This design comes from an exercise in tuning for small area, a short achievable clock period and few clock cycles on the open sky130 flow, not from production work. Where RTL was checked, it was by simulation tests only, not by an equivalence proof against the original. The RTL of runs 1, 2 and 5 to 8 was laid out without a check of its function.

<file path="flow/config.mk">
export PLATFORM = sky130hd
export DESIGN_NAME = binary_to_bcd
export DESIGN_NICKNAME = binary_to_bcd
export VERILOG_FILES = /design/flow/design.v
export SDC_FILE = /design/flow/constraint.sdc
export NUM_CORES = 4
export LEC_CHECK = 0
export ABC_AREA = 1
export CAP_MARGIN = 20
export CORE_MARGIN = 2
export CORE_UTILIZATION = 40
export SETUP_SLACK_MARGIN = 3.2
export SLEW_MARGIN = 20
</file>
<file path="flow/constraint.sdc">
create_clock -name core_clock -period 6.0 [get_ports {clk_in}]
set_input_delay 1.2000 -clock core_clock [delete_from_list [all_inputs] [get_ports {clk_in}]]
set_output_delay 1.2000 -clock core_clock [all_outputs]
set_load 0.01 [all_outputs]
</file>
<file path="flow/design.v">
`timescale 1ns / 1ps
module binary_to_bcd( input clk_in,
                      input [5:0] game_state,
                      input start,
                      input [23:0] binary_in,
                      output logic [31:0] bcd_out,
                      output logic busy
    );
    localparam int K  = 4;           
    localparam int NT = 24 / K;        
    localparam int TW = $clog2(NT + 1);
    logic [31:0]   R;
    logic [TW-1:0] t;                  
    wire rst = (game_state == 6'd1);
    logic [31:0]   ld;
    logic [TW-1:0] t0;
    always_comb begin
        ld = {binary_in, 8'h00};
        t0 = TW'(0);
        if (binary_in[23:19] == '0) begin
            ld = {binary_in[15:0], 8'h00, binary_in[23:16]};
            t0 = TW'(2);
        end
        if (binary_in[23:7] == '0) begin
            ld = {binary_in[3:0], 8'h00, binary_in[23:4]};
            t0 = TW'(5);
        end
    end
    function automatic [4:0] dd(input [3:0] d, input c);
        logic [3:0] a;
        a[3] = d[3] | d[2] & (d[1] | d[0]);
        a[2] = d[2] & !d[1] & !d[0] | d[3] & d[0];
        a[1] = d[1] & !d[2] | d[1] & d[0] | d[3] & !d[0];
        a[0] = !d[0] & (d[3] | d[2] & d[1]) | d[0] & !d[3] & !d[2];
        dd = {a, c};
    endfunction
    logic [31:0] nxt, blk;
    always_comb begin
        logic [32:0] r;
        logic z;
        nxt = R;
        for (int l = 0; l < K; l++) begin
            r[0] = nxt[31];
            for (int j = 0; j < 8; j++)
                if (j < 7 && (j == 0 || int'(t) * K + l >= 4 * j - 4))
                    r[4*j +: 5] = dd(nxt[4*j +: 4], r[4*j]);
                else
                    r[4*j +: 5] = {nxt[4*j +: 4], r[4*j]};
            nxt = r[31:0];
        end
        blk = nxt;
        z = 1'b1;
        for (int j = 7; j >= 1; j--) begin
            z = z & (nxt[4*j +: 4] == 4'd0);
            blk[4*j+3] = nxt[4*j+3] | z;
            blk[4*j+1] = nxt[4*j+1] | z;
        end
    end
    wire last = (t == TW'(NT - 1));
    always_ff @(posedge clk_in) begin
        t <= busy ? t + 1'b1 : t0;
        if (rst) begin
            busy <= 1'b0;
            R    <= '0;
        end else if (busy) begin
            busy <= !last;
            R    <= last ? blk : nxt;
        end else if (start) begin
            busy <= 1'b1;
            R    <= ld;
        end
    end
    assign bcd_out = R;
endmodule
</file>
<file path="flow/flow/run.sh">
#!/bin/bash
# Standard ORFS layout, with plain buf_1 cells as the port buffers.
set -euo pipefail
export BUFFER_PORTS_ARGS="-buffer_cell sky130_fd_sc_hd__buf_1"
bash standard.sh > standard_flow.log 2>&1
</file>
<file path="flow/standard.sh">
#!/bin/bash
# synth_recipe.tcl (not shown) runs the flow's synth.tcl, then flattens the netlist and writes it again
# the make line also repeats each setting of config.mk as NAME=value (left out here)
make -C /OpenROAD-flow-scripts/flow DESIGN_CONFIG=/design/flow/config.mk WORK_HOME=/design/flow/orfs CLKGATE_MAP_FILE= SYNTH_SCRIPT=/design/flow/synth_recipe.tcl "${@:-finish}"
</file>
==> impl_metrics.json, run 1 <==
{
  "synth_xor_area_share_pct": 0,
  "syn-num-nets": 943,
  "antenna_found_initial": 0,
  "cts.sinks": 36,
  "globalplace.congestion": 0.979,
  "clock.fmax_ghz": 0.330,
  "use_met1_pct": 31.5,
  "clkTransAtPathRegs_ns": 0.05,
  "synth.area.mux_share_pct": 0.216,
  "synth_compound_area_share_pct": 19.3,
  "cts-root-buf": "clkbuf_16",
  "grtUsageTotal_pct": 22.3,
  "outcome": "finished clean",
  "ios": 65,
  "most-common-layout-cells": "nand2_1 (270), inv_1 (120), nand3_1 (79)",
  "clock_path_buffers": 2,
  "clock_latency_ns": 0.28,
  "yosysSeqAreaShare_pct": 15.5,
  "maxCapViolCount": 0,
  "ys_warn_count": 1,
  "drv_slew": 0,
  "cts_tree": "done",
  "final_hold_viol_count": 0,
  "r2r_setup_slack_ns": 2.97,
  "dr.pass1.iters": 5,
  "critPathLaunchType": "register",
  "fin_nets": 1032,
  "ys_ff_latch": 36,
  "busiest_layer": "met2",
  "path_max_fanout": 6,
  "h-tree-depth": 2,
  "portBuffers": 64,
  "grt_use_met3_pct": 2.56,
  "finalWirelength_mm": 14.7,
  "wl_per_cell_um": 12.9,
  "antenna_cells": 0,
  "grt_max_degree": 34,
  "postSynthAreaPerCell_sq_um": 5.12,
  "endpoint_kind": "register",
  "grt-ovfl-total": 0,
  "rsz0062_at_grt": "true",
  "vias_per_cell": 5.27,
  "grt_util_met2_pct": 37.0,
  "fin_skew_ns": 0.00794,
  "drt_iter0_drc": 336,
  "drc": 0,
  "numCtsBuffers": 5,
  "final_cells": 1138,
  "synthCells": 906,
  "setup_violations": 0,
  "synth_fa_ha_area_share_pct": 1.35,
  "drtAntennaViolNets": 0,
  "num_rows": 39,
  "critPathKind": "register to register",
  "dp_hpwl_mm": 10.8,
  "fp.dieW_um": 112,
  "layout-drive-gt1-share_pct": 21.5,
  "area_growth_pct": 29.8,
  "dp_cells": 1099,
  "hp-class": "register to register",
  "initial_core_util_pct": 40.8,
  "fin_util_pct": 53.0,
  "final_common_cell": "nand2_1",
  "yosys.cell_types.count": 42,
  "slew_headroom_pct": 59.3,
  "period_share_pct": 50.6,
  "period_needed_ns": 3.03,
  "fillers": 1175,
  "grt_first_pass_wirelength_mm": 23.8,
  "synth_area_sq_um": 4640,
  "cts-hold-fix-buffers": 0,
  "cp.required_ns": 6.21,
  "die_h_um": 112,
  "synth_simple_gate_area_share_pct": 50.5,
  "fin_tns_setup_ns": 0,
  "die_area_sq_um": 12500,
  "synth_top_family_by_area": "simple AND/OR/NAND/NOR gates",
  "worst_slew_pin_slew_ns": 0.604,
  "timing.hold.ws_ns": 0.503,
  "num_vias": 5993,
  "grt_pass1_vias": 5092,
  "crit_arrival_ns": 3.25,
  "core_sq_um": 11400
}
sequential cells by signal, summed over array words and instances, names as in the netlist:
name  count
R        32
t         3
busy      1
routing by layer:
layer	vias to the layer above	wire, um
met3	17	744
met5	-	0
met2	190	6860
li1	3088	-
met4	0	149
met1	2698	6910
stage by stage:
step	instance area [sq um]	setup WS, ns
after floorplan	4660	3.20
after global routing	6020	2.75
after CTS	5420	3.01
after global placement	5010	2.03
after detailed placement	5010	1.99
final	6020	2.97
critical path, stage by stage (launching register included):
cell and delay, ns:
dfxtp_4 0.37, ha_4 0.17, ha_4 0.16, nor2_4 0.14
nand2_4 0.11, nand2_2 0.07, nand2_2 0.06, nand2_4 0.10
inv_4 0.04, nor2_4 0.13, nand2_2 0.08, nand2_4 0.09
nor2_1 0.06, nand2_1 0.08, nand3_2 0.08, nand2_2 0.11
nand2_2 0.06, a21oi_2 0.17, nand3_2 0.10, nor2_4 0.14
nand3_2 0.10, nor2_4 0.20, nand3_2 0.11, nand2_1 0.07
nand2_1 0.06, a21oi_2 0.13
worst paths after layout:
path,end,depth (start not counted),start
worst max-delay path,R[7],25,t[1]
worst min-delay path,R[3],2,R[3]
worst max register to register,R[7],25,t[1]
worst min register to register,R[3],2,R[3]
cell type report:
type,count,area [sq um],area share (%)
Multi-Input combinational cell,715,3900,64.7
Timing Repair Buffer,97,512,8.50
Sequential cell,36,737,12.2
Inverter,140,543,9.02
Tap cell,143,179,2.97
Clock buffer,7,153,2.53
synthesized netlist by cell type:
library cell	number	area, sq um
nand4_1	5	31.3
o21a_1	2	15.0
a21oi_1	56	280
o21ai_1	2	10.0
buf_4	1	7.51
o22ai_1	13	81.3
nor3_1	6	30.0
nand3_2	4	40.0
nor2_2	7	43.8
nand2_4	3	33.8
and3_1	1	6.26
nor2_4	1	11.3
o211ai_1	7	52.6
mux2i_1	1	10.0
a31oi_1	8	50.1
a22oi_1	7	52.6
nand2_2	10	62.6
buf_2	3	15.0
a21oi_2	7	61.3
buf_1	1	3.75
a221oi_1	1	8.76
nand2_1	321	1200
nor2_1	98	368
nand3b_1	3	22.5
or2_2	3	18.8
nand3_1	91	455
a41oi_1	1	8.76
o31ai_1	2	15.0
nor4_1	2	12.5
o21bai_1	1	7.51
inv_1	131	492
a2bb2oi_1	2	17.5
a21boi_1	1	7.51
dfxtp_1	36	721
clkinv_1	4	15.0
o221ai_1	1	8.76
o21ai_0	38	190
o21ai_2	3	26.3
inv_2	5	18.8
buf_6	2	22.5
ha_1	5	62.6
clkbuf_1	10	37.5
repair_timing:
| action | 4_1_cts | 5_1_grt |
|---|---|---|
| setup buffers | 12 | 18 |
| endpoints found under the setup margin | 30 | 22 |
| pin swaps | 23 | 64 |
| resized for setup | 47 | 137 |
| gates cloned | 1 | 1 |
cell families after synthesis:
group | after synthesis
adder cells (fa/ha/maj) | 5
buffers and inverters | 157
AO/OA/AOI/OAI | 152
flip-flops | 36
AND/OR/NAND/NOR | 555
multiplexers | 1
==> inputs of run 2 (changes only) <==
--- a/flow/design.v
+++ b/flow/design.v
@@ -6,7 +6,7 @@
                       output logic [31:0] bcd_out,
                       output logic busy
     );
-    localparam int K  = 4;           
+    localparam int K  = 2;           
     localparam int NT = 24 / K;        
     localparam int TW = $clog2(NT + 1);
     logic [31:0]   R;
@@ -15,15 +15,19 @@
     logic [31:0]   ld;
     logic [TW-1:0] t0;
     always_comb begin
-        ld = {binary_in, 8'h00};
-        t0 = TW'(0);
+        ld = {binary_in[21:0], 8'h00, binary_in[23:22]};
+        t0 = TW'(1);
         if (binary_in[23:19] == '0) begin
             ld = {binary_in[15:0], 8'h00, binary_in[23:16]};
-            t0 = TW'(2);
+            t0 = TW'(4);
         end
-        if (binary_in[23:7] == '0) begin
-            ld = {binary_in[3:0], 8'h00, binary_in[23:4]};
-            t0 = TW'(5);
+        if (binary_in[23:13] == '0) begin
+            ld = {binary_in[9:0], 8'h00, binary_in[23:10]};
+            t0 = TW'(7);
+        end
+        if (binary_in[23:5] == '0) begin
+            ld = {binary_in[1:0], 8'h00, binary_in[23:2]};
+            t0 = TW'(11);
         end
     end
     function automatic [4:0] dd(input [3:0] d, input c);
--- a/flow/config.mk
+++ b/flow/config.mk
@@ -9,5 +9,5 @@
 export CAP_MARGIN = 20
 export CORE_MARGIN = 2
 export CORE_UTILIZATION = 40
-export SETUP_SLACK_MARGIN = 3.2
+export SETUP_SLACK_MARGIN = 3.5
 export SLEW_MARGIN = 20
==> impl_metrics.json, run 2 <==
{
  "critPathKind": "primary input to register",
  "clkTransAtPathRegs_ns": 0.08,
  "period_share_pct": 41.4,
  "drt_iter0_drc": 273,
  "path_max_fanout": 5,
  "dpl-instance-area_sq_um": 3780,
  "num_rows": 33,
  "regMostFlops": "R",
  "area_growth_pct": 20.9,
  "ys_async_sr_fraction_pct": 0,
  "portBuffers": 64,
  "fin_tns_setup_ns": 0,
  "yosysSeqAreaShare_pct": 21.7,
  "most-common-layout-cells": "nand2_1 (182), inv_1 (81), buf_1 (62)",
  "period_needed_ns": 2.48,
  "crit_arrival_ns": 2.64,
  "ys_warn_count": 1,
  "worst_slew_pin_slew_ns": 0.413,
  "cts-root-buf": "clkbuf_8",
  "clock_path_buffers": 2,
  "ys_ff_latch": 37,
  "cts-hold-fix-buffers": 0,
  "startpoint": "binary_in[17]",
  "r2r_cells": 15,
  "cp.required_ns": 6.16,
  "post-place-ws_ns": 2.98,
  "endpoint_kind": "register",
  "fin_skew_ns": 0.00707,
  "antenna_found_initial": 0,
  "fp.dieW_um": 96.4,
  "globalplace.congestion": 0.931,
  "setup_slack_ns": 3.52,
  "die_area_sq_um": 9300,
  "die_h_um": 96.4,
  "cts.sinks": 37,
  "dr.pass1.iters": 5,
  "synth_common_cells": "nand2_1 (182), inv_1 (85), nor2_1 (58)",
  "rsz0062_at_grt": "true",
  "grt-ovfl-total": 0,
  "setup_violations": 0,
  "initial_core_util_pct": 41.4,
  "largest_reg_flops": 32,
  "ios": 65,
  "vias_per_cell": 5.39,
  "h-tree-depth": 2,
  "fin_nets": 719,
  "r2r_start": "t[3]",
  "antenna_cells": 0,
  "cts_tree": "done",
  "final_cells": 788,
  "syn-num-nets": 640,
  "synthCells": 605,
  "critPathLaunchType": "primary input",
  "final_common_cell": "nand2_1",
  "hold_depth": 2,
  "synth_area_leaders": "dfxtp_1 (22%), nand2_1 (20%), inv_1 (9.3%), nand3_1 (7.6%), nor2_1 (6.4%)",
  "hp-start": "R[7]",
  "grt_max_degree": 34,
  "synth-edff-count": 0,
  "clock_latency_ns": 0.29,
  "postSynthAreaPerCell_sq_um": 5.65,
  "final_hold_viol_count": 0,
  "numCtsBuffers": 5,
  "clock.fmax_ghz": 0.403,
  "slew_headroom_pct": 72.5,
  "core_sq_um": 8260,
  "grt_first_pass_wirelength_mm": 17.2,
  "drv_slew": 0,
  "dp_cells": 761,
  "maxCapViolCount": 0,
  "grtUsageTotal_pct": 23.6,
  "finalWirelength_mm": 11.3,
  "ys.flop_type": "dfxtp_1",
  "synth.largest_area_cell": "dfxtp_1",
  "outcome": "finished clean",
  "grt_pass1_vias": 3747,
  "stdcell_area_sq_um": 4130,
  "top_regs": "R (32), t (4), busy (1)",
  "wl_per_cell_um": 14.3,
  "netlist.area_leader.share_pct": 21.7,
  "hp-class": "register to register",
  "num_vias": 4249,
  "drc": 0,
  "dp_hpwl_mm": 8.49,
  "drtAntennaViolNets": 0,
  "synth_area_sq_um": 3420,
  "layout-drive-gt1-share_pct": 13.3,
  "yosys.cell_types.count": 35,
  "synth_most_common_cell": "nand2_1"
}
run 2: stage by stage:
stage	hold WS (ns)	util [%]
2_1_floorplan	0.511	-
3_3_place_gp	0.499	45.8
3_5_place_dp	0.504	45.8
4_1_cts	0.521	47.4
5_1_grt	0.553	50.0
6_report	0.513	50.0
run 2: critical path, stage by stage:
cell and delay [ns]:
clkbuf_2 0.14, nor4_4 0.27, nand3_2 0.13, nor2_4 0.20, buf_12 0.13, nor2_4 0.05
inv_4 0.08, o22ai_2 0.07, a21oi_2 0.12, nor2_1 0.06, a21oi_1 0.11, a21oi_1 0.08
run 2: layout make-up:
cell class                      instances  area [sq um]
Sequential cell                        37           752
Inverter                               90           354
Multi-Input combinational cell        463          2390
Tap cell                              105           131
Clock buffer                            5          68.8
Clock inverter                          1          5.00
Timing Repair Buffer                   86           423
Fill cell                             912          4130
Timing Repair inverter                  1          7.51
run 2: final timing paths:
path / to / slack [ns]
min: R[7] / 0.51
max: R[27] / 3.52
min reg2reg: R[7] / 0.51
max reg2reg: R[11] / 3.71
run 2: logic make-up (layout without fill, tap and decap cells):
logic type      after synthesis  after routing  synth area share (%)
flops                        37             37                  21.7
fa+ha+maj                     3              3                  1.10
compound gates              126            126                  21.9
simple gates                333            334                  43.0
buf+inv                     106            183                  12.4
run 2: what timing repair did:
| item | in CTS | in global routing |
|---|---|---|
| gates cloned | 0 | 2 |
| pin swaps | 1 | 14 |
| buffers inserted | 4 | 15 |
| endpoints found under the setup margin | 21 | 19 |
| gates resized for setup | 7 | 24 |
run 2: layer usage:
metal / GRT usage, % / wire, um / vias to the layer above
li1: - / - / 2139
met1: 30.4 / 5090 / 1938
met2: 41.1 / 5260 / 150
met3: 3.10 / 687 / 22
met4: 6.81 / 235 / 0
met5: 0 / 0 / -
==> inputs of run 3 (changes only) <==
--- a/flow/design.v
+++ b/flow/design.v
@@ -8,7 +8,7 @@
     );
     localparam int K  = 2;           
     localparam int NT = 24 / K;        
-    localparam int TW = $clog2(NT + 1);
+    localparam int TW = 4;
     logic [31:0]   R;
     logic [TW-1:0] t;                  
     wire rst = (game_state == 6'd1);
--- a/flow/config.mk
+++ b/flow/config.mk
@@ -9,5 +9,5 @@
 export CAP_MARGIN = 20
 export CORE_MARGIN = 2
 export CORE_UTILIZATION = 40
-export SETUP_SLACK_MARGIN = 3.5
+export SETUP_SLACK_MARGIN = 3.8
 export SLEW_MARGIN = 20
==> impl_metrics.json, run 3 <==
{
  "cp.required_ns": 6.22,
  "synth_area_sq_um": 3420,
  "wl_per_cell_um": 14.6,
  "ios": 65,
  "clock_latency_ns": 0.30,
  "finalWirelength_mm": 11.7,
  "fin_skew_ns": 0.00838,
  "ys_async_sr_fraction_pct": 0,
  "cts_tree": "done",
  "crit_arrival_ns": 2.64,
  "synthCells": 605,
  "clock.fmax_ghz": 0.414,
  "yosysSeqAreaShare_pct": 21.7,
  "die_h_um": 96.4,
  "cts.sinks": 37,
  "initial_core_util_pct": 41.4,
  "num_vias": 4337,
  "dr.pass1.iters": 5,
  "cts-hold-fix-buffers": 0,
  "ys_ff_latch": 37,
  "vias_per_cell": 5.38,
  "numCtsBuffers": 5,
  "maxCapViolCount": 0,
  "syn-num-nets": 640,
  "drc": 0,
  "portBuffers": 64,
  "period_needed_ns": 2.42,
  "endpoint_kind": "register",
  "globalplace.congestion": 0.944,
  "synth.largest_area_cell": "dfxtp_1",
  "num_rows": 33,
  "drtAntennaViolNets": 0,
  "core_sq_um": 8260,
  "grt_first_pass_wirelength_mm": 18.5,
  "regMostFlops": "R",
  "clkTransAtPathRegs_ns": 0.08,
  "setup_violations": 0,
  "path_max_fanout": 5,
  "cts-root-buf": "clkbuf_8",
  "final_common_cell": "nand2_1",
  "ys.flop_type": "dfxtp_1",
  "grt-ovfl-total": 0,
  "slew_headroom_pct": 73.4,
  "netlist.area_leader.share_pct": 21.7,
  "h-tree-depth": 2,
  "yosys.cell_types.count": 35,
  "final_hold_viol_count": 0,
  "ys_warn_count": 1,
  "antenna_cells": 0,
  "top_regs": "R (32), t (4), busy (1)",
  "post-place-ws_ns": 2.95,
  "most-common-layout-cells": "nand2_1 (176), inv_1 (79), buf_1 (60)",
  "fp.dieW_um": 96.4,
  "period_share_pct": 40.3,
  "grt_max_degree": 34,
  "clock_path_buffers": 2,
  "antenna_found_initial": 0,
  "drt_iter0_drc": 288,
  "fin_nets": 735,
  "fin_tns_setup_ns": 0,
  "dp_hpwl_mm": 8.27,
  "grtUsageTotal_pct": 25.1,
  "layout-drive-gt1-share_pct": 21.3,
  "drv_slew": 0,
  "postSynthAreaPerCell_sq_um": 5.65,
  "largest_reg_flops": 32,
  "die_area_sq_um": 9300,
  "critPathLaunchType": "primary input",
  "worst_slew_pin_slew_ns": 0.395,
  "synth_area_leaders": "dfxtp_1 (22%), nand2_1 (20%), inv_1 (9.3%), nand3_1 (7.6%), nor2_1 (6.4%)",
  "outcome": "finished clean",
  "synth_most_common_cell": "nand2_1",
  "synth_common_cells": "nand2_1 (182), inv_1 (85), nor2_1 (58)",
  "setup_slack_ns": 3.58,
  "rsz0062_at_grt": "true",
  "critPathKind": "primary input to register",
  "area_growth_pct": 30.6,
  "grt_pass1_vias": 3956,
  "synth-edff-count": 0,
  "hp-class": "register to register"
}
## run 3: cell count changes in the layout (fill, tap and decap cells not counted), sizes merged
| cell | previous run | this run |
|---|---|---|
| nand3 | 55 | 54 |
| clkinv | 2 | 3 |
| clkinvlp | 2 | 1 |
| bufbuf | 0 | 1 |
| clkbuf | 6 | 7 |
| buf | 85 | 102 |
## run 3: cell families after synthesis
| group | count (synthesis) | share of synthesized area [%] |
|---|---|---|
| buffers and inverters | 106 | 12.4 |
| DFF | 37 | 21.7 |
| adders and majority gates | 3 | 1.10 |
| AOI/OAI and AO/OA | 126 | 21.9 |
| and+or+nand+nor | 333 | 43.0 |
## run 3: repair_timing
item,CTS,global route
setup endpoints to repair,32,35
gates cloned,1,0
pin swaps,18,25
gates resized for setup,37,54
setup buffers,20,16
## run 3: cell type report
class                   count  area, sq um
fillers                   884         3790
clock inverters             2         10.0
clock buffers               6         72.6
multi-input cells         462         2510
well taps                 105          131
inverters                  90          359
repair buffers            104          626
flip-flops and latches     37          761
## run 3: critical path, cell delays in order
cell and delay [ns]:
buf_8 0.10, nor4_4 0.27, nand3_2 0.13, nor2_4 0.21, inv_4 0.06, nor2_4 0.18, inv_2 0.06, o211ai_1 0.20
nand2_1 0.09, a31oi_1 0.14
## run 3: path summary, 6_finish.rpt
check	start	endpoint	slack, ns	depth (start not counted)
max	binary_in[15]	R[0]	3.58	10
min	R[7]	R[7]	0.53	2
max reg2reg	t[3]	R[7]	3.71	16
min reg2reg	R[7]	R[7]	0.53	2
## run 3: through the flow
stage               utilization (%)  cell area [sq um]  hold slack (ns)  instances
finish                         54.1               4470            0.530        806
global route                   54.1               4470            0.562        806
global placement               46.0               3790            0.497        761
floorplan                         -               3480            0.511        605
CTS                            50.6               4180            0.529        790
detailed placement             46.0               3790            0.518        761
## run 3: routing by layer
metal | global-route usage (%) | vias up | part of all wire (%)
met3 | 3.03 | 23 | 4.0
met5 | 0 | - | 0
met2 | 45.4 | 117 | 50
met4 | 5.28 | 0 | 1.7
li1 | - | 2178 | -
met1 | 32.1 | 2019 | 44
Testbench counts of run 3, summed over its fixed seeds: cycles 25,282.
==> inputs of run 4 (changes only) <==
--- a/flow/config.mk
+++ b/flow/config.mk
@@ -9,5 +9,5 @@
 export CAP_MARGIN = 20
 export CORE_MARGIN = 2
 export CORE_UTILIZATION = 40
-export SETUP_SLACK_MARGIN = 3.8
+export SETUP_SLACK_MARGIN = 3.5
 export SLEW_MARGIN = 20
==> impl_metrics.json, run 4 <==
{
  "synth-edff-count": 0,
  "rsz0062_at_grt": "true",
  "grtUsageTotal_pct": 23.6,
  "critPathKind": "primary input to register",
  "antenna_found_initial": 0,
  "endpoint_kind": "register",
  "most-common-layout-cells": "nand2_1 (182), inv_1 (81), buf_1 (62)",
  "fin_nets": 719,
  "startpoint": "binary_in[17]",
  "grt_pass1_vias": 3747,
  "grt_max_degree": 34,
  "final_common_cell": "nand2_1",
  "fin_util_pct": 50.0,
  "period_share_pct": 41.4,
  "h-tree-depth": 2,
  "finalWirelength_mm": 11.3,
  "period_needed_ns": 2.48,
  "slowest_stage": "nor4_4",
  "grt_first_pass_wirelength_mm": 17.2,
  "critical_path.cell_chain": "clkbuf_2 -> nor4_4 -> nand3_2 -> nor2_4 -> buf_12 -> nor2_4 -> inv_4 -> o22ai_2 -> a21oi_2 -> nor2_1 -> a21oi_1 -> a21oi_1",
  "ys.flop_type": "dfxtp_1",
  "synth_xor_area_share_pct": 0,
  "wl_per_cell_um": 14.3,
  "initial_core_util_pct": 41.4,
  "drv_slew": 0,
  "synth.largest_area_cell": "dfxtp_1",
  "syn-num-nets": 640,
  "largest_reg_flops": 32,
  "final_hold_viol_count": 0,
  "synth.area.mux_share_pct": 0,
  "synth_top_family_by_area": "simple AND/OR/NAND/NOR gates",
  "cp-endpoint": "R[27]",
  "cts_tree": "done",
  "fin_skew_ns": 0.00707,
  "top_regs": "R (32), t (4), busy (1)",
  "die_area_sq_um": 9300,
  "synthCells": 605,
  "worst_slew_pin_slew_ns": 0.413,
  "cts-root-buf": "clkbuf_8",
  "netlist.area_leader.share_pct": 21.7,
  "vias_per_cell": 5.39,
  "slew_headroom_pct": 72.5,
  "critPathMaxStageDelay_ns": 0.27,
  "layout-drive-gt1-share_pct": 13.3,
  "yosysSeqAreaShare_pct": 21.7,
  "r2r_start": "t[3]",
  "area_growth_pct": 20.9,
  "setup_violations": 0,
  "dr.pass1.iters": 5,
  "ys_async_sr_fraction_pct": 0,
  "synth_area_sq_um": 3420,
  "maxCapViolCount": 0,
  "grt-ovfl-total": 0,
  "cp_top_family": "simple AND/OR/NAND/NOR gates",
  "antenna_cells": 0,
  "synth_simple_gate_area_share_pct": 43.0,
  "r2r_cells": 15,
  "drc": 0,
  "postSynthAreaPerCell_sq_um": 5.65,
  "ys_ff_latch": 37,
  "portBuffers": 64,
  "ios": 65,
  "regMostFlops": "R",
  "num_vias": 4249,
  "cp.required_ns": 6.16,
  "fp.dieW_um": 96.4,
  "synth_area_leaders": "dfxtp_1 (22%), nand2_1 (20%), inv_1 (9.3%), nand3_1 (7.6%), nor2_1 (6.4%)",
  "synth_fa_ha_area_share_pct": 1.10,
  "die_h_um": 96.4,
  "clkTransAtPathRegs_ns": 0.08,
  "cts.sinks": 37,
  "path_max_fanout": 5,
  "r2r_setup_slack_ns": 3.71,
  "dp_hpwl_mm": 8.49,
  "crit_arrival_ns": 2.64,
  "clock_path_buffers": 2,
  "reg2reg_to": "R[11]",
  "num_rows": 33,
  "yosys.cell_types.count": 35,
  "critPathLaunchType": "primary input",
  "crit_buf_inv": 3,
  "final_cells": 788,
  "numCtsBuffers": 5,
  "drt_iter0_drc": 273,
  "fillers": 912,
  "outcome": "finished clean",
  "hp-class": "register to register",
  "globalplace.congestion": 0.931,
  "synth_most_common_cell": "nand2_1",
  "synth_common_cells": "nand2_1 (182), inv_1 (85), nor2_1 (58)",
  "core_sq_um": 8260,
  "synth_compound_area_share_pct": 21.9,
  "clock_latency_ns": 0.29,
  "dp_cells": 761,
  "crit_cells": 12,
  "ys_warn_count": 1,
  "clock.fmax_ghz": 0.403,
  "fin_tns_setup_ns": 0,
  "drtAntennaViolNets": 0
}
==> run 4: changes by cell type in the layout (fill, tap and decap cells not counted), sizes merged <==
cell and change:
nand3 +1, clkbuf -1, bufbuf -1, clkinvlp +1, buf -17, clkinv -1
==> run 4: tightest hold or removal path, stage by stage, from the launching register on <==
cell	delay, ns
dfxtp_1	0.34
nand2_1	0.08
a21oi_2	0.05
==> run 4: area by class of cell <==
class                      instances  area [sq um]  area share [%]
timing repair buffer              86           423            10.2
inverter                          90           354            8.57
clock buffer                       5          68.8            1.67
tap                              105           131            3.18
clock inverter                     1          5.00           0.121
timing repair inverter             1          7.51           0.182
sequential                        37           752            18.2
multi-input combinational        463          2390            57.8
==> run 4: cell families after synthesis <==
group / after synthesis
simple gates: 333
compound gates: 126
buf+inv: 106
flops: 37
fa+ha+maj: 3
==> run 4: through the flow <==
step                      setup WS, ns  hold slack [ns]  cell area [sq um]
final                             3.52            0.513               4130
after global routing              3.47            0.553               4130
after CTS                         3.52            0.521               3910
after detailed placement          2.98            0.504               3780
after global placement            3.04            0.499               3780
after floorplan                   3.45            0.511               3470
==> run 4: worst min-delay path by stage <==
stage	cells past startpoint	to	startpoint	slack [ns]
CTS	2	R[7]	R[7]	0.52
global route	2	R[0]	R[0]	0.55
global placement	2	R[7]	R[7]	0.50
detailed placement	2	R[7]	R[7]	0.50
floorplan	3	t[0]	t[0]	0.51
finish	2	R[7]	R[7]	0.51
==> run 4: per-layer routing <==
metal  track usage, %  up-vias  routed length (um)
li1                 -     2139                   -
met1             30.4     1938                5090
met2             41.1      150                5260
met3             3.10       22                 687
met4             6.81        0                 235
met5                0        -                   0
==> run 4: what timing repair did <==
action / 4_1_cts / 5_1_grt
pin swaps: 1 / 14
resized for setup: 7 / 24
endpoints found under the setup margin: 21 / 19
cloned: 0 / 2
buffers inserted: 4 / 15
hold buffers: 0 / 0
==> inputs of run 5 (changes only) <==
--- a/flow/design.v
+++ b/flow/design.v
@@ -30,13 +30,27 @@
             t0 = TW'(11);
         end
     end
-    function automatic [4:0] dd(input [3:0] d, input c);
+    function automatic [4:0] dd(input [3:0] d, input c, input g);
+        logic adj;
         logic [3:0] a;
-        a[3] = d[3] | d[2] & (d[1] | d[0]);
-        a[2] = d[2] & !d[1] & !d[0] | d[3] & d[0];
-        a[1] = d[1] & !d[2] | d[1] & d[0] | d[3] & !d[0];
-        a[0] = !d[0] & (d[3] | d[2] & d[1]) | d[0] & !d[3] & !d[2];
+        adj = g & (d[3] | d[2] & (d[1] | d[0]));
+        a[0] = d[0] ^ adj;
+        a[1] = d[1] ^ (adj & !d[0]);
+        a[2] = d[2] ^ (adj & (d[1] | d[0]));
+        a[3] = d[3] ^ (adj & d[2] & (d[1] | d[0]));
         dd = {a, c};
+    endfunction
+    function automatic int thr(input int j);
+        case (j)
+            0: thr = 0;
+            1: thr = 0;
+            2: thr = 8;
+            3: thr = 8;
+            4: thr = 16;
+            5: thr = 16;
+            6: thr = 20;
+            default: thr = 0;
+        endcase
     endfunction
     logic [31:0] nxt, blk;
     always_comb begin
@@ -46,10 +60,7 @@
         for (int l = 0; l < K; l++) begin
             r[0] = nxt[31];
             for (int j = 0; j < 8; j++)
-                if (j < 7 && (j == 0 || int'(t) * K + l >= 4 * j - 4))
-                    r[4*j +: 5] = dd(nxt[4*j +: 4], r[4*j]);
-                else
-                    r[4*j +: 5] = {nxt[4*j +: 4], r[4*j]};
+                r[4*j +: 5] = dd(nxt[4*j +: 4], r[4*j], j < 7 && int'(t) * K + l >= thr(j));
             nxt = r[31:0];
         end
         blk = nxt;
==> impl_metrics.json, run 5 <==
{
  "dr.pass1.iters": 5,
  "drtAntennaViolNets": 0,
  "clock_latency_ns": 0.31,
  "fin_tns_setup_ns": 0,
  "globalplace.congestion": 0.890,
  "initial_core_util_pct": 40.6,
  "cts_tree": "done",
  "die_h_um": 94.7,
  "antenna_cells": 0,
  "synth_area_leaders": "dfxtp_1 (23%), nand2_1 (18%), inv_1 (8.6%), ha_1 (6.1%), nor2_1 (4.7%)",
  "r2r_cells": 20,
  "ys.flop_type": "dfxtp_1",
  "reg2reg_to": "R[11]",
  "ys_warn_count": 1,
  "critPathLaunchType": "register",
  "synth_compound_area_share_pct": 19.0,
  "clock_path_buffers": 2,
  "final_hold_viol_count": 0,
  "r2r_start": "t[3]",
  "ios": 65,
  "h-tree-depth": 2,
  "stdcell_area_sq_um": 4520,
  "core_sq_um": 8090,
  "num_rows": 33,
  "most-common-layout-cells": "nand2_1 (142), inv_1 (68), buf_1 (64)",
  "synth_common_cells": "nand2_1 (155), inv_1 (75), nor2_1 (41)",
  "hold_depth": 2,
  "clkTransAtPathRegs_ns": 0.09,
  "ff_latch_area_sq_um": 777,
  "numCtsBuffers": 5,
  "netlist.area_leader.share_pct": 22.5,
  "top_regs": "R (32), t (4), busy (1)",
  "final_cells": 745,
  "regMostFlops": "R",
  "drt_iter0_drc": 224,
  "dp_cells": 686,
  "synth.area.mux_share_pct": 0,
  "r2r_setup_slack_ns": 3.35,
  "dpl-instance-area_sq_um": 3620,
  "die_area_sq_um": 8970,
  "synth-edff-count": 0,
  "antenna_found_initial": 0,
  "fin_skew_ns": 0.0123,
  "syn-num-nets": 576,
  "yosysSeqAreaShare_pct": 22.5,
  "grt_first_pass_wirelength_mm": 17.4,
  "period_share_pct": 44.2,
  "drv_slew": 0,
  "critPathKind": "register to register",
  "endpoint_kind": "register",
  "fin_nets": 687,
  "num_vias": 3997,
  "setup_slack_ns": 3.35,
  "hp-start": "R[8]",
  "timing.hold.ws_ns": 0.486,
  "hp-class": "register to register",
  "period_needed_ns": 2.65,
  "ys_async_sr_fraction_pct": 0,
  "synth_most_common_cell": "nand2_1",
  "wl_per_cell_um": 15.0,
  "synth_xor_area_share_pct": 4.26,
  "ys_ff_latch": 37,
  "layout-drive-gt1-share_pct": 28.7,
  "rsz0062_at_grt": "true",
  "synth.largest_area_cell": "dfxtp_1",
  "path_max_fanout": 4,
  "crit_arrival_ns": 2.89,
  "grt_pass1_vias": 3646,
  "portBuffers": 64,
  "finalWirelength_mm": 11.2,
  "synth_fa_ha_area_share_pct": 6.09,
  "final_common_cell": "nand2_1",
  "multi_input_area_sq_um": 2520,
  "post-place-ws_ns": 2.18,
  "grt-ovfl-total": 0,
  "cts-hold-fix-buffers": 0,
  "synth_area_sq_um": 3290,
  "vias_per_cell": 5.37,
  "fp.dieW_um": 94.7,
  "outcome": "finished clean",
  "cp.required_ns": 6.24,
  "synth_simple_gate_area_share_pct": 36.8,
  "postSynthAreaPerCell_sq_um": 6.23,
  "synthCells": 528,
  "cts-root-buf": "clkbuf_8",
  "setup_violations": 0,
  "maxCapViolCount": 0,
  "hold-path-endpoint": "R[8]",
  "drc": 0,
  "slew_headroom_pct": 67.1,
  "area_growth_pct": 37.5,
  "grt_max_degree": 28,
  "largest_reg_flops": 32,
  "cts.sinks": 37,
  "clock.fmax_ghz": 0.377,
  "worst_slew_pin_slew_ns": 0.493,
  "dp_hpwl_mm": 7.55,
  "grtUsageTotal_pct": 24.8,
  "fillers": 818,
  "synth_top_family_by_area": "simple AND/OR/NAND/NOR gates",
  "yosys.cell_types.count": 39
}
==> run 5: cell types whose count changed in the layout (fill, tap and decap cells not counted), moves of 8 or more <==
| cell | delta |
|---|---|
| o21ai_0 | -10 |
| nand3_1 | -32 |
| nand3_2 | +10 |
| nand2_1 | -40 |
| o22ai_1 | -9 |
| nand2_2 | +15 |
| nor2_1 | -19 |
| xnor2_1 | +8 |
| buf_4 | +29 |
| dfxtp_1 | -12 |
| a21oi_1 | -16 |
| inv_1 | -13 |
| dfxtp_2 | +8 |
==> run 5: logic make-up (layout without fill, tap and decap cells) <==
kind of cell               count (synthesis)  in the layout
adders and majority gates                 16             16
AOI/OAI and AO/OA                        102            102
and+or+nand+nor                          264            264
xor gates and xnor gates                  16             16
DFF                                       37             37
buffers and inverters                     93            205
==> run 5: metrics by stage <==
stage                     utilization, %
after floorplan                        -
after global placement              44.7
after detailed placement            44.7
after CTS                           53.3
after global routing                55.9
final                               55.9
==> run 5: layer usage <==
metal	wire (um)	GRT usage (%)	vias to the layer above
li1	-	-	1953
met1	4980	34.0	1879
met2	5240	40.7	141
met3	666	3.19	24
met4	263	7.00	0
met5	0	0	-
==> run 5: how the worst max path moves through the flow <==
| stage | startpoint | endpoint | slack (ns) |
|---|---|---|---|
| detailed placement | binary_in[19] | R[23] | 2.18 |
| global route | t[3] | R[11] | 3.22 |
| CTS | t[3] | R[15] | 3.42 |
| global placement | binary_in[19] | R[23] | 2.34 |
| floorplan | binary_in[22] | R[23] | 3.52 |
| finish | t[3] | R[11] | 3.35 |
==> run 5: timing repair <==
action                                  in CTS  in global routing
cloned                                       0                  0
gates resized for setup                     79                 38
pin swaps                                   41                 39
buffers inserted                            43                  8
endpoints found under the setup margin      28                 19
==> run 5: worst max-delay path, cell delays in order (launching register included) <==
cell     delay, ns
dfxtp_4       0.40
inv_8         0.08
nand2_8       0.06
inv_8         0.07
a21oi_4       0.03
ha_4          0.17
xnor2_2       0.21
nor2_2        0.09
nand2_2       0.07
o21ai_2       0.06
ha_2          0.32
inv_1         0.04
nor2_1        0.11
nand3_1       0.10
a21oi_2       0.17
nand2_1       0.11
nor2_4        0.13
nand2_2       0.08
nand3_2       0.07
a21oi_1       0.07
nor2_1        0.15
==> run 5: layout make-up <==
class | count | share of cell area (%)
clock buffers | 5 | 1.52
clock inverters | 3 | 1.02
inverters | 79 | 7.08
multi-input cells | 398 | 55.8
flip-flops and latches | 37 | 17.2
well taps | 105 | 2.90
repair buffers | 118 | 14.5
==> inputs of run 6 (changes only) <==
--- a/flow/design.v
+++ b/flow/design.v
@@ -17,13 +17,21 @@
     always_comb begin
         ld = {binary_in[21:0], 8'h00, binary_in[23:22]};
         t0 = TW'(1);
-        if (binary_in[23:19] == '0) begin
-            ld = {binary_in[15:0], 8'h00, binary_in[23:16]};
-            t0 = TW'(4);
+        if (binary_in[23:21] == '0) begin
+            ld = {binary_in[17:0], 8'h00, binary_in[23:18]};
+            t0 = TW'(3);
+        end
+        if (binary_in[23:17] == '0) begin
+            ld = {binary_in[13:0], 8'h00, binary_in[23:14]};
+            t0 = TW'(5);
         end
         if (binary_in[23:13] == '0) begin
             ld = {binary_in[9:0], 8'h00, binary_in[23:10]};
             t0 = TW'(7);
+        end
+        if (binary_in[23:9] == '0) begin
+            ld = {binary_in[5:0], 8'h00, binary_in[23:6]};
+            t0 = TW'(9);
         end
         if (binary_in[23:5] == '0) begin
             ld = {binary_in[1:0], 8'h00, binary_in[23:2]};
==> impl_metrics.json, run 6 <==
{
  "dr.pass1.iters": 5,
  "clock_latency_ns": 0.30,
  "period_needed_ns": 2.67,
  "ys_warn_count": 1,
  "hp-start": "t[0]",
  "ios": 65,
  "synth_area_leaders": "dfxtp_1 (22%), nand2_1 (15%), inv_1 (8.4%), ha_1 (5.8%), nor2_1 (5.6%)",
  "num_rows": 33,
  "path_max_fanout": 5,
  "synthCells": 564,
  "drv_slew": 0,
  "critPathLaunchType": "register",
  "clkTransAtPathRegs_ns": 0.09,
  "grt_pass1_vias": 4055,
  "fin_tns_setup_ns": 0,
  "cts-root-buf": "clkbuf_8",
  "synth_area_sq_um": 3440,
  "syn-num-nets": 612,
  "startpoint": "t[3]",
  "crit_arrival_ns": 2.90,
  "cp.required_ns": 6.24,
  "ys_ff_latch": 37,
  "cts-hold-fix-buffers": 0,
  "wl_per_cell_um": 16.6,
  "area_growth_pct": 48.7,
  "most-common-layout-cells": "nand2_1 (116), inv_1 (65), buf_1 (62)",
  "synth_most_common_cell": "nand2_1",
  "h-tree-depth": 2,
  "final_hold_viol_count": 0,
  "antenna_cells": 0,
  "r2r_start": "t[3]",
  "yosys.cell_types.count": 49,
  "grt_max_degree": 34,
  "portBuffers": 64,
  "num_vias": 4396,
  "worst_slew_pin_slew_ns": 0.576,
  "initial_core_util_pct": 41.6,
  "drt_iter0_drc": 342,
  "grt_first_pass_wirelength_mm": 20.3,
  "netlist.area_leader.share_pct": 21.5,
  "ys.flop_type": "dfxtp_1",
  "cts.sinks": 37,
  "finalWirelength_mm": 13.2,
  "setup_violations": 0,
  "drc": 0,
  "synth-edff-count": 0,
  "layout-drive-gt1-share_pct": 32.0,
  "endpoint_kind": "register",
  "postSynthAreaPerCell_sq_um": 6.10,
  "slew_headroom_pct": 61.6,
  "synth.largest_area_cell": "dfxtp_1",
  "grtUsageTotal_pct": 26.2,
  "cts_tree": "done",
  "yosysSeqAreaShare_pct": 21.5,
  "fp.dieW_um": 96.7,
  "die_area_sq_um": 9350,
  "synth_common_cells": "nand2_1 (140), inv_1 (77), nor2_1 (51)",
  "period_share_pct": 44.4,
  "core_sq_um": 8260,
  "hp-class": "register to register",
  "clock.fmax_ghz": 0.375,
  "top_regs": "R (32), t (4), busy (1)",
  "maxCapViolCount": 0,
  "clock_path_buffers": 2,
  "fin_skew_ns": 0.00877,
  "globalplace.congestion": 0.968,
  "critPathKind": "register to register",
  "fin_nets": 734,
  "grt-ovfl-total": 0,
  "dp_hpwl_mm": 8.61,
  "regMostFlops": "R",
  "ys_async_sr_fraction_pct": 0,
  "outcome": "finished clean",
  "drtAntennaViolNets": 0,
  "largest_reg_flops": 32,
  "final_common_cell": "nand2_1",
  "antenna_found_initial": 0,
  "vias_per_cell": 5.55,
  "rsz0062_at_grt": "true",
  "die_h_um": 96.7,
  "numCtsBuffers": 5
}
==> run 6: cells by family (layout without fill, tap and decap cells) <==
family / Yosys count / in the layout / synth area share (%)
simple gates: 258 / 258 / 32.7
compound gates: 131 / 131 / 23.5
buf+inv: 105 / 228 / 11.9
flops: 37 / 37 / 21.5
xor+xnor: 17 / 17 / 4.55
fa+ha+maj: 16 / 16 / 5.82
==> run 6: final timing paths <==
check        cells past startpoint     to  slack (ns)
max                             20  R[11]        3.33
min                              1   t[0]        0.45
min reg2reg                      1   t[0]        0.45
max reg2reg                     20  R[11]        3.33
==> run 6: final cells by class <==
cell class	instances	area, sq um
Fill cell	788	3150
Multi-Input combinational cell	422	2870
Timing Repair Buffer	132	825
Sequential cell	37	767
Inverter	85	355
Tap cell	105	131
Clock buffer	5	68.8
Clock inverter	3	68.8
Timing Repair inverter	3	22.5
==> run 6: stage by stage <==
stage / worst slack (ns) / util (%) / hold WS (ns) / instances / cell area, sq um
2_1_floorplan: 3.50 / - / 0.396 / 564 / 3450
3_3_place_gp: 2.69 / 45.6 / 0.425 / 717 / 3760
3_5_place_dp: 2.64 / 45.6 / 0.426 / 717 / 3760
4_1_cts: 3.28 / 55.7 / 0.449 / 772 / 4600
5_1_grt: 3.15 / 61.9 / 0.459 / 792 / 5110
6_report: 3.33 / 61.9 / 0.451 / 792 / 5110
==> run 6: timing repair <==
item / in CTS / in global routing
buffers inserted: 43 / 20
gates cloned: 4 / 0
setup endpoints to repair: 29 / 27
pin swaps: 54 / 65
gates resized for setup: 106 / 83
==> run 6: metal layers <==
metal | share of wire [%] | global-route usage (%) | vias to the layer above | routed length (um)
met5 | 0 | 0 | - | 0
met4 | 4.7 | 11.6 | 0 | 618
met3 | 7.4 | 3.76 | 49 | 972
met2 | 44 | 38.2 | 202 | 5760
met1 | 44 | 38.1 | 2026 | 5840
li1 | - | - | 2119 | -
==> run 6: worst max-delay path, cell delays in order (launching register included) <==
cell     delay [ns]
dfxtp_4        0.41
buf_12         0.13
buf_8          0.10
o21ai_4        0.06
a21oi_2        0.15
ha_4           0.18
xnor2_4        0.08
nor2_4         0.13
nand2_4        0.08
a21oi_4        0.15
ha_4           0.18
xnor2_4        0.07
nor2_4         0.08
nand2_2        0.07
nor2_4         0.21
buf_6          0.13
buf_6          0.09
nand3_2        0.07
nand2_1        0.07
a21oi_1        0.06
nor2_1         0.13
==> inputs of run 7 (changes only) <==
==> flow/design.v (replaced) <==
`timescale 1ns / 1ps
module binary_to_bcd( input clk_in,
                      input [5:0] game_state,
                      input start,
                      input [23:0] binary_in,
                      output logic [31:0] bcd_out,
                      output logic busy
    );
    logic [31:0] R;
    logic [3:0]  t;                   
    wire rst = (game_state == 6'd1);
    logic [31:0] ld;
    logic [3:0]  t0;
    always_comb begin
        ld = {binary_in[21:0], 8'h0, binary_in[23:22]};
        t0 = 4'd1;
        if (binary_in[23:19] == '0) begin
            ld = {binary_in[15:0], 8'h0, binary_in[23:16]};
            t0 = 4'd4;
        end
        if (binary_in[23:13] == '0) begin
            ld = {binary_in[9:0], 8'h0, binary_in[23:10]};
            t0 = 4'd7;
        end
        if (binary_in[23:5] == '0) begin
            ld = {binary_in[1:0], 8'h0, binary_in[23:2]};
            t0 = 4'd11;
        end
    end
    function automatic [4:0] dd(input [3:0] d, input c);
        logic [3:0] s;
        s[3] = d[3] | d[2] & (d[1] | d[0]);
        s[2] = d[2] & !d[1] & !d[0] | d[3] & d[0];
        s[1] = d[1] & !d[2] | d[1] & d[0] | d[3] & !d[0];
        s[0] = !d[0] & (d[3] | d[2] & d[1]) | d[0] & !d[3] & !d[2];
        dd = {s, c};
    endfunction
    function automatic int thr(input int j);
        case (j)
            0: thr = 0;
            1: thr = 0;
            2: thr = 8;
            3: thr = 8;
            4: thr = 16;
            5: thr = 16;
            6: thr = 20;
            default: thr = 0;
        endcase
    endfunction
    logic [31:0] nxt, blk;
    always_comb begin
        logic [32:0] r;
        logic z;
        nxt = R;
        for (int l = 0; l < 2; l++) begin
            r[0] = nxt[31];
            for (int j = 0; j < 7; j++)
                if (2 * int'(t) + l >= thr(j))
                    r[4*j +: 5] = dd(nxt[4*j +: 4], r[4*j]);
                else
                    r[4*j +: 5] = {nxt[4*j +: 4], r[4*j]};
            r[32:29] = nxt[31:28];
            nxt = r[31:0];
        end
        blk = nxt;
        z = (nxt[31:28] == 4'd0);
        blk[31] = z;
        blk[29] = z;
        for (int j = 6; j >= 1; j--) begin
            z = z & (nxt[4*j +: 4] == 4'd0);
            blk[4*j+3] = nxt[4*j+3] | z;
            blk[4*j+1] = nxt[4*j+1] | z;
        end
    end
    wire last = (t == 4'd11);
    always_ff @(posedge clk_in) begin
        t <= busy ? t + 1'b1 : t0;
        if (rst) begin
            busy <= 1'b0;
            R    <= '0;
        end else if (busy) begin
            busy <= !last;
            R    <= last ? blk : nxt;
        end else if (start) begin
            busy <= 1'b1;
            R    <= ld;
        end
    end
    assign bcd_out = R;
endmodule
==> impl_metrics.json, run 7 <==
{
  "yosys.cell_types.count": 39,
  "slew_headroom_pct": 71.7,
  "largest_reg_flops": 32,
  "initial_core_util_pct": 40.9,
  "layout-drive-gt1-share_pct": 9.19,
  "synth_common_cells": "nand2_1 (192), inv_1 (76), nand3_1 (55)",
  "final_common_cell": "nand2_1",
  "multi_input_area_sq_um": 2250,
  "final_cells": 769,
  "fillers": 895,
  "grt_pass1_vias": 3484,
  "slowest_stage": "nor4_4",
  "wl_per_cell_um": 14.1,
  "critPathMaxStageDelay_ns": 0.27,
  "top_regs": "R (32), t (4), busy (1)",
  "synth_xor_area_share_pct": 0.262,
  "critical_path.cell_chain": "buf_8 -> nor4_4 -> nand3_2 -> nor2_4 -> clkinv_4 -> nor2_4 -> inv_2 -> o211ai_1 -> nand2_1 -> a31oi_1",
  "critPathLaunchType": "primary input",
  "most-common-layout-cells": "nand2_1 (191), inv_1 (73), buf_1 (62)",
  "stdcell_area_sq_um": 3920,
  "die_area_sq_um": 9110,
  "clock.fmax_ghz": 0.413,
  "drc": 0,
  "synth_most_common_cell": "nand2_1",
  "ys.flop_type": "dfxtp_1",
  "critPathKind": "primary input to register",
  "grt-ovfl-total": 0,
  "dp_cells": 749,
  "yosysSeqAreaShare_pct": 22.1,
  "ys_warn_count": 1,
  "vias_per_cell": 5.35,
  "cts-root-buf": "clkbuf_8",
  "final_hold_viol_count": 0,
  "netlist.area_leader.share_pct": 22.1,
  "cp.required_ns": 6.23,
  "regMostFlops": "R",
  "clock_path_buffers": 2,
  "post-place-ws_ns": 2.90,
  "ff_latch_area_sq_um": 744,
  "drt_iter0_drc": 229,
  "period_needed_ns": 2.42,
  "synth-edff-count": 0,
  "synth_top_family_by_area": "simple AND/OR/NAND/NOR gates",
  "hp-class": "register to register",
  "synth_area_sq_um": 3350,
  "antenna_found_initial": 0,
  "core_sq_um": 8180,
  "cts.sinks": 37,
  "synth.largest_area_cell": "dfxtp_1",
  "portBuffers": 64,
  "grt_first_pass_wirelength_mm": 17.2,
  "ios": 65,
  "grtUsageTotal_pct": 23.8,
  "synth_area_leaders": "dfxtp_1 (22%), nand2_1 (22%), inv_1 (8.5%), nand3_1 (8.2%), a21oi_1 (6.9%)",
  "clkTransAtPathRegs_ns": 0.08,
  "fin_util_pct": 48.0,
  "worst_slew_pin_slew_ns": 0.422,
  "die_h_um": 95.5,
  "synthCells": 595,
  "setup_slack_ns": 3.58,
  "num_vias": 4115,
  "numCtsBuffers": 5,
  "finalWirelength_mm": 10.9,
  "drv_slew": 0,
  "drtAntennaViolNets": 0,
  "h-tree-depth": 2,
  "syn-num-nets": 629,
  "fin_nets": 697,
  "setup_violations": 0,
  "maxCapViolCount": 0,
  "antenna_cells": 0,
  "synth.area.mux_share_pct": 0,
  "cp_top_family": "simple AND/OR/NAND/NOR gates",
  "num_rows": 33,
  "synth_simple_gate_area_share_pct": 42.0,
  "dr.pass1.iters": 5,
  "dpl-instance-area_sq_um": 3660,
  "globalplace.congestion": 0.958,
  "cts_tree": "done",
  "fin_skew_ns": 0.00429,
  "endpoint_kind": "register",
  "ys_async_sr_fraction_pct": 0,
  "ys_ff_latch": 37,
  "crit_buf_inv": 3,
  "crit_top_cell": "nor2_4",
  "period_share_pct": 40.4,
  "dp_hpwl_mm": 8.26,
  "fin_tns_setup_ns": 0,
  "synth_fa_ha_area_share_pct": 0.748,
  "path_max_fanout": 5,
  "area_growth_pct": 17.3,
  "fp.dieW_um": 95.5,
  "crit_arrival_ns": 2.65,
  "clock_latency_ns": 0.29,
  "postSynthAreaPerCell_sq_um": 5.62,
  "rsz0062_at_grt": "true",
  "outcome": "finished clean",
  "grt_max_degree": 44,
  "synth_compound_area_share_pct": 22.5
}
## run 7: cell types whose count changed in the layout (fill, tap and decap cells not counted), sizes merged, moves of 5 or more
cell    change
xnor2      -13
nand2      +51
nand3      +25
a21oi       +7
nor2        -5
buf        -53
a22oi       +7
ha         -14
o221ai      -7
## run 7: path summary, 6_finish.rpt
path,from,end,slack (ns),cells past startpoint
setup / recovery,binary_in[17],R[30],3.58,10
hold reg to reg,R[30],R[30],0.51,2
hold / removal,R[30],R[30],0.51,2
setup reg to reg,t[2],R[19],3.74,13
## run 7: cells by family (layout without fill, tap and decap cells)
logic type,count (synthesis),after routing
AO/OA/AOI/OAI,126,126
AND/OR/NAND/NOR,328,328
XOR/XNOR,1,1
buffers and inverters,101,170
adder cells (fa/ha/maj),2,2
flip-flops,37,37
## run 7: timing repair
action / CTS / global route
buffers inserted: 4 / 8
setup endpoints to repair: 24 / 27
resized for setup: 5 / 21
pin swaps: 2 / 6
hold buffers: 0 / 0
## run 7: worst register-to-register path, stage by stage (launching register included)
cell and delay, ns:
dfxtp_1 0.38, o21ai_2 0.34, inv_2 0.16, nand2_2 0.12, nand2_2 0.07, nand3_1 0.08
nand2_1 0.08, nor2_1 0.19, nand3_1 0.15, nor2_4 0.19, nand2_2 0.10, o21bai_1 0.13
nand2_1 0.06, a21oi_1 0.14
## run 7: per-layer routing
layer / global-route usage [%] / wire length [um] / up-vias
li1: - / - / 2104
met4: 5.24 / 104 / 0
met1: 35.7 / 5330 / 1869
met5: 0 / 0 / -
met2: 36.4 / 4800 / 133
met3: 2.92 / 624 / 9
## run 7: area by class of cell
| type | instances | share of cell area [%] |
|---|---|---|
| multi-input cells | 457 | 57.3 |
| flip-flops and latches | 37 | 19.0 |
| repair buffers | 79 | 9.57 |
| inverters | 83 | 8.20 |
| well taps | 105 | 3.35 |
| clock buffers | 7 | 2.46 |
| clock inverters | 1 | 0.128 |
## run 7: per-stage QoR
stage	hold WS (ns)
2_1_floorplan	0.493
3_3_place_gp	0.498
3_5_place_dp	0.505
4_1_cts	0.518
5_1_grt	0.549
6_report	0.512
==> inputs of run 8 (changes only) <==
--- a/flow/design.v
+++ b/flow/design.v
@@ -6,24 +6,24 @@
                       output logic [31:0] bcd_out,
                       output logic busy
     );
-    logic [31:0] R;
+    logic [29:0] R;
     logic [3:0]  t;                   
     wire rst = (game_state == 6'd1);
-    logic [31:0] ld;
+    logic [29:0] ld;
     logic [3:0]  t0;
     always_comb begin
-        ld = {binary_in[21:0], 8'h0, binary_in[23:22]};
+        ld = {binary_in[21:0], 6'h0, binary_in[23:22]};
         t0 = 4'd1;
         if (binary_in[23:19] == '0) begin
-            ld = {binary_in[15:0], 8'h0, binary_in[23:16]};
+            ld = {binary_in[15:0], 6'h0, binary_in[23:16]};
             t0 = 4'd4;
         end
         if (binary_in[23:13] == '0) begin
-            ld = {binary_in[9:0], 8'h0, binary_in[23:10]};
+            ld = {binary_in[9:0], 6'h0, binary_in[23:10]};
             t0 = 4'd7;
         end
         if (binary_in[23:5] == '0) begin
-            ld = {binary_in[1:0], 8'h0, binary_in[23:2]};
+            ld = {binary_in[1:0], 6'h0, binary_in[23:2]};
             t0 = 4'd11;
         end
     end
@@ -40,31 +40,30 @@
             0: thr = 0;
             1: thr = 0;
             2: thr = 8;
-            3: thr = 8;
+            3: thr = 12;
             4: thr = 16;
-            5: thr = 16;
-            6: thr = 20;
+            5: thr = 18;
+            6: thr = 22;
             default: thr = 0;
         endcase
     endfunction
-    logic [31:0] nxt, blk;
+    logic [29:0] nxt, blk;
     always_comb begin
-        logic [32:0] r;
+        logic [30:0] r;
         logic z;
         nxt = R;
         for (int l = 0; l < 2; l++) begin
-            r[0] = nxt[31];
+            r[0] = nxt[29];
             for (int j = 0; j < 7; j++)
                 if (2 * int'(t) + l >= thr(j))
                     r[4*j +: 5] = dd(nxt[4*j +: 4], r[4*j]);
                 else
                     r[4*j +: 5] = {nxt[4*j +: 4], r[4*j]};
-            r[32:29] = nxt[31:28];
-            nxt = r[31:0];
+            r[30:29] = nxt[29:28];
+            nxt = r[29:0];
         end
         blk = nxt;
-        z = (nxt[31:28] == 4'd0);
-        blk[31] = z;
+        z = (nxt[29:28] == 2'd0);
         blk[29] = z;
         for (int j = 6; j >= 1; j--) begin
             z = z & (nxt[4*j +: 4] == 4'd0);
@@ -86,5 +85,5 @@
             R    <= ld;
         end
     end
-    assign bcd_out = R;
+    assign bcd_out = {R[29], 1'b0, R[29:0]};
 endmodule
==> impl_metrics.json, run 8 <==
{
  "hp-class": "register to register",
  "clkTransAtPathRegs_ns": 0.07,
  "drt_iter0_drc": 242,
  "final_hold_viol_count": 0,
  "cts-root-buf": "clkbuf_8",
  "rsz0062_at_grt": "true",
  "top_regs": "R (30), t (4), busy (1)",
  "worst_slew_pin_slew_ns": 0.526,
  "clock.fmax_ghz": 0.404,
  "cp.required_ns": 6.18,
  "portBuffers": 63,
  "regMostFlops": "R",
  "globalplace.congestion": 0.873,
  "most-common-layout-cells": "nand2_1 (190), inv_1 (69), buf_1 (63)",
  "outcome": "finished clean",
  "slew_headroom_pct": 64.7,
  "netlist.area_leader.share_pct": 22.4,
  "drv_slew": 0,
  "grt_max_degree": 29,
  "synth-edff-count": 0,
  "maxCapViolCount": 0,
  "grt_first_pass_wirelength_mm": 17.5,
  "period_needed_ns": 2.47,
  "setup_slack_ns": 3.53,
  "period_share_pct": 41.2,
  "critPathKind": "primary input to register",
  "antenna_found_initial": 0,
  "dp_cells": 762,
  "finalWirelength_mm": 10.9,
  "final_common_cell": "nand2_1",
  "yosysSeqAreaShare_pct": 21.0,
  "timing.hold.ws_ns": 0.495,
  "grtUsageTotal_pct": 24.1,
  "num_vias": 4187,
  "die_h_um": 95.3,
  "drtAntennaViolNets": 0,
  "grt-ovfl-total": 0,
  "initial_core_util_pct": 41.0,
  "layout-drive-gt1-share_pct": 12.7,
  "clock_latency_ns": 0.28,
  "cts.sinks": 35,
  "post-place-ws_ns": 2.58,
  "ys_async_sr_fraction_pct": 0,
  "synth_area_sq_um": 3340,
  "critPathLaunchType": "primary input",
  "dp_hpwl_mm": 8.16,
  "postSynthAreaPerCell_sq_um": 5.48,
  "num_rows": 33,
  "core_sq_um": 8130,
  "area_growth_pct": 22.5,
  "critical_path.cell_chain": "buf_1 -> or2_1 -> nor3_2 -> nand2_2 -> clkinv_4 -> nand3_4 -> nand2_4 -> inv_4 -> a22oi_1 -> o22ai_1 -> o21a_1",
  "synth_most_common_cell": "nand2_1",
  "syn-num-nets": 645,
  "vias_per_cell": 5.31,
  "setup_violations": 0,
  "synth_common_cells": "nand2_1 (199), inv_1 (70), nor2_1 (64)",
  "ys_ff_latch": 35,
  "numCtsBuffers": 5,
  "fp.dieW_um": 95.3,
  "crit_arrival_ns": 2.65,
  "cts-hold-fix-buffers": 0,
  "ys.flop_type": "dfxtp_1",
  "critPathMaxStageDelay_ns": 0.24,
  "largest_reg_flops": 30,
  "grt_pass1_vias": 3677,
  "final_cells": 789,
  "drc": 0,
  "dr.pass1.iters": 5,
  "endpoint_kind": "register",
  "crit_buf_inv": 3,
  "synth_area_leaders": "nand2_1 (22%), dfxtp_1 (21%), nand3_1 (8.8%), inv_1 (7.9%), nor2_1 (7.2%)",
  "slowest_stage": "or2_1",
  "die_area_sq_um": 9090,
  "synth.largest_area_cell": "nand2_1",
  "synthCells": 609,
  "h-tree-depth": 2,
  "antenna_cells": 0,
  "fin_tns_setup_ns": 0,
  "wl_per_cell_um": 13.8,
  "fin_nets": 719,
  "ys_warn_count": 1,
  "yosys.cell_types.count": 43,
  "ios": 65,
  "clock_path_buffers": 2,
  "fin_util_pct": 50.3,
  "fin_skew_ns": 0.00496,
  "cts_tree": "done",
  "cp_top_family": "simple AND/OR/NAND/NOR gates",
  "path_max_fanout": 9
}
## run 8: cell count changes after synthesis, sizes merged, moves of 3 or more
| cell | change |
|---|---|
| o211ai | -4 |
| o22ai | -5 |
| o21ai | +12 |
| inv | -6 |
| nor2 | +13 |
| or2 | +3 |
| a21oi | -4 |
| nand2 | +5 |
## run 8: worst paths after layout
check                              to  cells after the start     startpoint  slack [ns]
worst max-delay path            R[14]                     11  binary_in[22]        3.53
worst min-delay path             t[0]                      1           t[0]        0.50
worst max register to register   R[7]                     16           t[1]        3.70
worst min register to register   t[0]                      1           t[0]        0.50
## run 8: kinds of logic (layout without fill, tap and decap cells)
logic type	after synthesis	count (layout)	share of synthesized area, %
AOI/OAI and AO/OA	126	126	22.2
xor gates and xnor gates	1	1	0.263
other	1	1	0.112
and+or+nand+nor	346	346	43.3
DFF	35	35	21.0
buffers and inverters	96	171	11.6
adders and majority gates	4	4	1.50
## run 8: final cells by class
class                           count  area, sq um
Fill cell                         909         4050
Multi-Input combinational cell    478         2420
Sequential cell                    35          711
Timing Repair Buffer               85          418
Inverter                           78          310
Tap cell                          105          131
Clock buffer                        8          100
## run 8: per-layer routing
metal  track usage, %  vias up  part of all wire, %
li1                 -     2143                    -
met1             35.2     1911                   50
met2             38.0      124                   44
met3             2.77        9                  5.2
met4             5.19        0                 0.99
met5                0        -                    0
## run 8: metrics by stage
stage                     instance area, sq um
after floorplan                           3380
after global placement                    3670
after detailed placement                  3670
after CTS                                 3860
after global routing                      4090
final                                     4090
## run 8: what timing repair did
item                                    in CTS  in global routing
pin swaps                                    3                 15
hold endpoints to repair                     0                  0
resized for setup                            8                 43
setup buffers                                7                 12
endpoints found under the setup margin      28                 21

what the ideal ports hide:
In the flow no input, the clock included, has a driving cell. The finished layouts below were timed again as built, in two steps.
Step 1, drivers: a clkbuf_16 drives clk_in and a buf_2 each remaining input, both assumed.
Step 2 times the ports against the registers' clock, not the clock port: input delays grow and output delays shrink by t, the midpoint of the rising clock arrivals with the driver on.
Three values: ideal, step 1, step 2; two values: the first two.
| run | t, ns | setup WS [ns] | slew at the worst register clock pin (ns) | pins driven straight from the clock port |
|---|---|---|---|---|
| run 1 | 0.308 | 2.966 / 2.966 / 2.966 | 0.06 / 0.06 | 1 |
| run 2 | 0.320 | 3.517 / 3.526 / 3.206 | 0.08 / 0.08 | 1 |
| run 3 | 0.324 | 3.584 / 3.570 / 3.246 | 0.08 / 0.08 | 1 |
| run 4 | 0.320 | 3.517 / 3.526 / 3.206 | 0.08 / 0.08 | 1 |
| run 5 | 0.337 | 3.350 / 3.350 / 3.268 | 0.09 / 0.09 | 1 |
| run 6 | 0.328 | 3.333 / 3.333 / 3.073 | 0.09 / 0.09 | 1 |
| run 7 | 0.320 | 3.579 / 3.568 / 3.248 | 0.08 / 0.08 | 1 |
| run 8 | 0.314 | 3.527 / 3.537 / 3.224 | 0.07 / 0.07 | 1 |
After both steps setup and hold are still met in every run listed. The setup slack of run 3, which loses most, moves by -0.014 ns with the drivers and by -0.338 ns with both steps.
